This is an optimization exercise on Yosys and OpenROAD, whose aim is small area and a short achievable clock period, not a production implementation.
In this exercise RTL edits were held to simulation tests only and were not proved equivalent to the original.

==> flow/design.v (excerpt) <==
module lab4_2( 
              input wire      mode,
              input wire[2:0] opCode,
              input wire[3:0] value,
              input clk,
              input reset,
              output reg[9:0] result,
              output reg cacheFull,
              output reg invalidOp,
              output reg overflow);
make LEC_CHECK=0 CAP_MARGIN=20 CORE_MARGIN=2 CORE_UTILIZATION=40 CTS_BUF_LIST=sky130_fd_sc_hd__clkbuf_16 CTS_CLUSTER_DIAMETER=100 CTS_CLUSTER_SIZE=22 SETUP_SLACK_MARGIN=4.6 SLEW_MARGIN=20 SYNTH_HIERARCHICAL=1 SYNTH_MINIMUM_KEEP_SIZE=0 finish   # period 8.0 ns
run.sh (not shown) runs the stock make flow with config.mk's settings and CLKGATE_MAP_FILE= SYNTH_SCRIPT=/design/flow/synth_recipe.tcl, a recipe that flattens the netlist after the stock synthesis.
The starting point passed the timing, DRC and antenna checks.
Next try:
Settings changed: SETUP_SLACK_MARGIN 4.6 to 4.0.
Die area is unchanged.
Worst setup slack is worse by 32 ps.
Worst hold slack is worse by 18 ps.
Core utilization falls by 1.6 points.
Routed wire length decreases by a few percent.

Another version of the RTL of lab4_2 (not shown whole).
Size in the first run: roughly 1100 cells after synthesis, roughly 280 flip-flops, ~15000 µm² of cells after synthesis.
clock: 8.0 ns
lec_check: 0
cap_margin: 20
core_margin: 2
core_utilization: 60
cts_buf_list: sky130_fd_sc_hd__clkbuf_16
cts_cluster_diameter: 100
cts_cluster_size: 22
setup_slack_margin: 4.4
slew_margin: 20
synth_hierarchical: 1
synth_minimum_keep_size: 0
The baseline produced a clean layout.
Rerun with:
- CORE_UTILIZATION: 60 -> 50
- SETUP_SLACK_MARGIN: 4.4 -> 4.5
=> The changed run completed with no timing, DRC or antenna violations. Clock skew hardly moves. Wire length is higher by 4.8%. Via count went up by 0.79%. Cell count rises by 4.1%. Synthesized cell count does not change. Worst setup slack is worse by 0.0035 ns.
Rerun with:
- SETUP_SLACK_MARGIN: 4.5 -> 4.4
Outcome: Cell count is higher slightly.
Rerun with:
- CORE_UTILIZATION: 50 -> 40
- SETUP_SLACK_MARGIN: 4.4 -> 4.5
Outcome: Synthesized area is unchanged. Routed wire length shrinks by about 1%. Global-route usage shrinks by 4.6 points. Worst hold slack improved by 0.0068 ns. Setup slack got worse by 0.043 ns. First-iteration DRC count grows by about 6%. Final cell count grows by 7.2%. Critical path depth stays the same.

lab4_2 again, from the RTL that the note above started with.
make LEC_CHECK=0 CAP_MARGIN=20 CORE_MARGIN=2 CORE_UTILIZATION=40 CTS_BUF_LIST=sky130_fd_sc_hd__clkbuf_16 CTS_CLUSTER_DIAMETER=100 CTS_CLUSTER_SIZE=22 SETUP_SLACK_MARGIN=4.7 SLEW_MARGIN=20 SYNTH_HIERARCHICAL=1 SYNTH_MINIMUM_KEEP_SIZE=0 finish   # period 8.0 ns
The baseline ran to the end with no violations.
Change:
CORE_UTILIZATION = 50   (was 40)
SETUP_SLACK_MARGIN = 4.6   (was 4.7)
Effect: The changed run passed the timing, DRC and antenna checks. Wire length fell by 0.63%. Design area fell by about 2.6%. Clock skew rose by 0.0063 ns.
Change:
CORE_UTILIZATION = 60   (was 50)
SETUP_SLACK_MARGIN = 4.5   (was 4.6)
Effect: The changed run completed with no timing, DRC or antenna violations; synthesized cell count stays the same; routed wire length rose by 0.36%; first-iteration DRC count came out higher by 61%; register-to-register slack is about the same; design area decreases by 1.2%; setup slack is better by 0.0081 ns; non-clock buffer count decreases by 9; die area goes down by 16%.
Change:
CORE_UTILIZATION = 40   (was 60)
SETUP_SLACK_MARGIN = 4.2   (was 4.5)
=> Setup slack got worse by 0.091 ns. Routed wire length goes down by 7.8%. Non-clock buffer count goes down by 6. Final cell count is higher by 12%.

lab4_2 again, from the RTL that the note above started with.
==> flow/config.mk <==
export PLATFORM = sky130hd
export DESIGN_NAME = lab4_2
export DESIGN_NICKNAME = lab4_2
export VERILOG_FILES = /design/flow/design.v
export SDC_FILE = /design/flow/constraint.sdc
export NUM_CORES = 4
export LEC_CHECK = 0
export CAP_MARGIN = 20
export CORE_MARGIN = 2
export CORE_UTILIZATION = 50
export CTS_BUF_LIST = sky130_fd_sc_hd__clkbuf_8 sky130_fd_sc_hd__clkbuf_16
export CTS_CLUSTER_DIAMETER = 80
export CTS_CLUSTER_SIZE = 14
export SETUP_SLACK_MARGIN = 4.5
export SLEW_MARGIN = 20
export SYNTH_HIERARCHICAL = 1
export SYNTH_MINIMUM_KEEP_SIZE = 0
==> flow/constraint.sdc <==
create_clock -name core_clock -period 8.0 [get_ports {clk}]
set_input_delay 1.6000 -clock core_clock [delete_from_list [all_inputs] [get_ports {clk}]]
set_output_delay 1.6000 -clock core_clock [all_outputs]
set_load 0.01 [all_outputs]
The starting point completed with no timing, DRC or antenna violations.
Rerun with:
--- a/flow/config.mk
+++ b/flow/config.mk
@@ -10,5 +10,5 @@
-export CORE_UTILIZATION = 50
-export CTS_BUF_LIST = sky130_fd_sc_hd__clkbuf_8 sky130_fd_sc_hd__clkbuf_16
-export CTS_CLUSTER_DIAMETER = 80
-export CTS_CLUSTER_SIZE = 14
-export SETUP_SLACK_MARGIN = 4.5
+export CORE_UTILIZATION = 40
+export CTS_BUF_LIST = sky130_fd_sc_hd__clkbuf_16
+export CTS_CLUSTER_DIAMETER = 100
+export CTS_CLUSTER_SIZE = 22
+export SETUP_SLACK_MARGIN = 4.4
Non-clock buffer count rises by 16.
Routed wire length fell by 1.2%.
Cell area is about the same.
Fmax is lower by 1.2%.
Die area is higher by 24%.
Via count stays flat.
Cell count rises by 7.4%.
Rerun with:
--- a/flow/config.mk
+++ b/flow/config.mk
@@ -10 +10 @@
-export CORE_UTILIZATION = 40
+export CORE_UTILIZATION = 50
@@ -12,3 +12,3 @@
-export CTS_CLUSTER_DIAMETER = 100
-export CTS_CLUSTER_SIZE = 22
-export SETUP_SLACK_MARGIN = 4.4
+export CTS_CLUSTER_DIAMETER = 120
+export CTS_CLUSTER_SIZE = 28
+export SETUP_SLACK_MARGIN = 4.5
The changed run ran to the end with no violations. Via count drops by 0.39%. Design area is lower by 1.4%. Sequential share of layout area increases by 0.65 points.
Rerun with:
--- a/flow/config.mk
+++ b/flow/config.mk
@@ -10 +10 @@
-export CORE_UTILIZATION = 50
+export CORE_UTILIZATION = 70
@@ -12,2 +12,2 @@
-export CTS_CLUSTER_DIAMETER = 120
-export CTS_CLUSTER_SIZE = 28
+export CTS_CLUSTER_DIAMETER = 100
+export CTS_CLUSTER_SIZE = 22
=> Clock skew is lower by 0.024 ns; first-iteration DRC count is higher by a quarter to a third; synthesized cell count stays the same; wire length fell by a few percent; register-to-register slack gets worse by 0.04 ns; utilization rises by 22 points; final area drops slightly; global-route usage came out higher by 7.6 points; sequential share of layout area rises by 0.43 points.

## separate check: timing with driven ports
How much do the figures lean on ideal ports? The routed layouts below were timed once more, with nothing changed but the port constraints.
Step 1 (the two cells are an assumption about what drives the block):
set clk [get_ports {clk}]
set_driving_cell -lib_cell sky130_fd_sc_hd__clkbuf_16 $clk
set_driving_cell -lib_cell sky130_fd_sc_hd__buf_2 [delete_from_list [all_inputs] $clk]
Step 2 adds t to the input delays and takes it off the output delays; t is the mean of the earliest and latest rising clock arrival at the registers after step 1. Input paths then give back, and output paths get back, about the clock's delay inside the block.
a / b / c = no drivers / after step 1 / after step 2; a / b = the first two.
| run | t (ns) | slack for setup (ns) | worst register clock-pin slew, ns | worst data-port slew with drivers (ns) | pins driven straight from the clock port |
|---|---|---|---|---|---|
| the first run of note 1 | 0.554 | 4.189 / 4.189 / 4.122 | 0.10 / 0.10 | 0.03 | 1 |
| the second run of note 1 | 0.552 | 4.156 / 4.156 / 3.833 | 0.10 / 0.10 | 0.03 | 1 |
| the first run of note 2 | 0.555 | 4.424 / 4.424 / 3.911 | 0.09 / 0.09 | 0.03 | 1 |
| the second run of note 2 | 0.544 | 4.421 / 4.421 / 3.954 | 0.09 / 0.09 | 0.03 | 1 |
| the third run of note 2 | 0.540 | 4.433 / 4.433 / 3.929 | 0.09 / 0.09 | 0.03 | 1 |
| the fourth run of note 2 | 0.561 | 4.389 / 4.389 / 4.129 | 0.10 / 0.10 | 0.03 | 1 |
| the first run of note 3 | 0.553 | 4.404 / 4.404 / 4.037 | 0.10 / 0.10 | 0.03 | 1 |
| the second run of note 3 | 0.542 | 4.409 / 4.409 / 4.030 | 0.10 / 0.10 | 0.03 | 1 |
| the third run of note 3 | 0.550 | 4.417 / 4.417 / 3.966 | 0.09 / 0.09 | 0.03 | 1 |
| the fourth run of note 3 | 0.536 | 4.326 / 4.326 / 3.911 | 0.09 / 0.09 | 0.04 | 1 |
| the first run of note 4 | 0.567 | 4.412 / 4.412 / 3.953 | 0.07 / 0.07 | 0.03 | 1 |
| the second run of note 4 | 0.550 | 4.369 / 4.369 / 4.024 | 0.10 / 0.10 | 0.03 | 1 |
| the third run of note 4 | 0.534 | 4.424 / 4.424 / 3.971 | 0.12 / 0.12 | 0.03 | 1 |
| the fourth run of note 4 | 0.531 | 4.389 / 4.389 / 4.067 | 0.10 / 0.10 | 0.03 | 1 |
After both steps setup and hold are still met in every run listed. The setup slack of the first run of note 2, which loses most, moves by 0.000 ns with the drivers and by -0.513 ns with both steps.
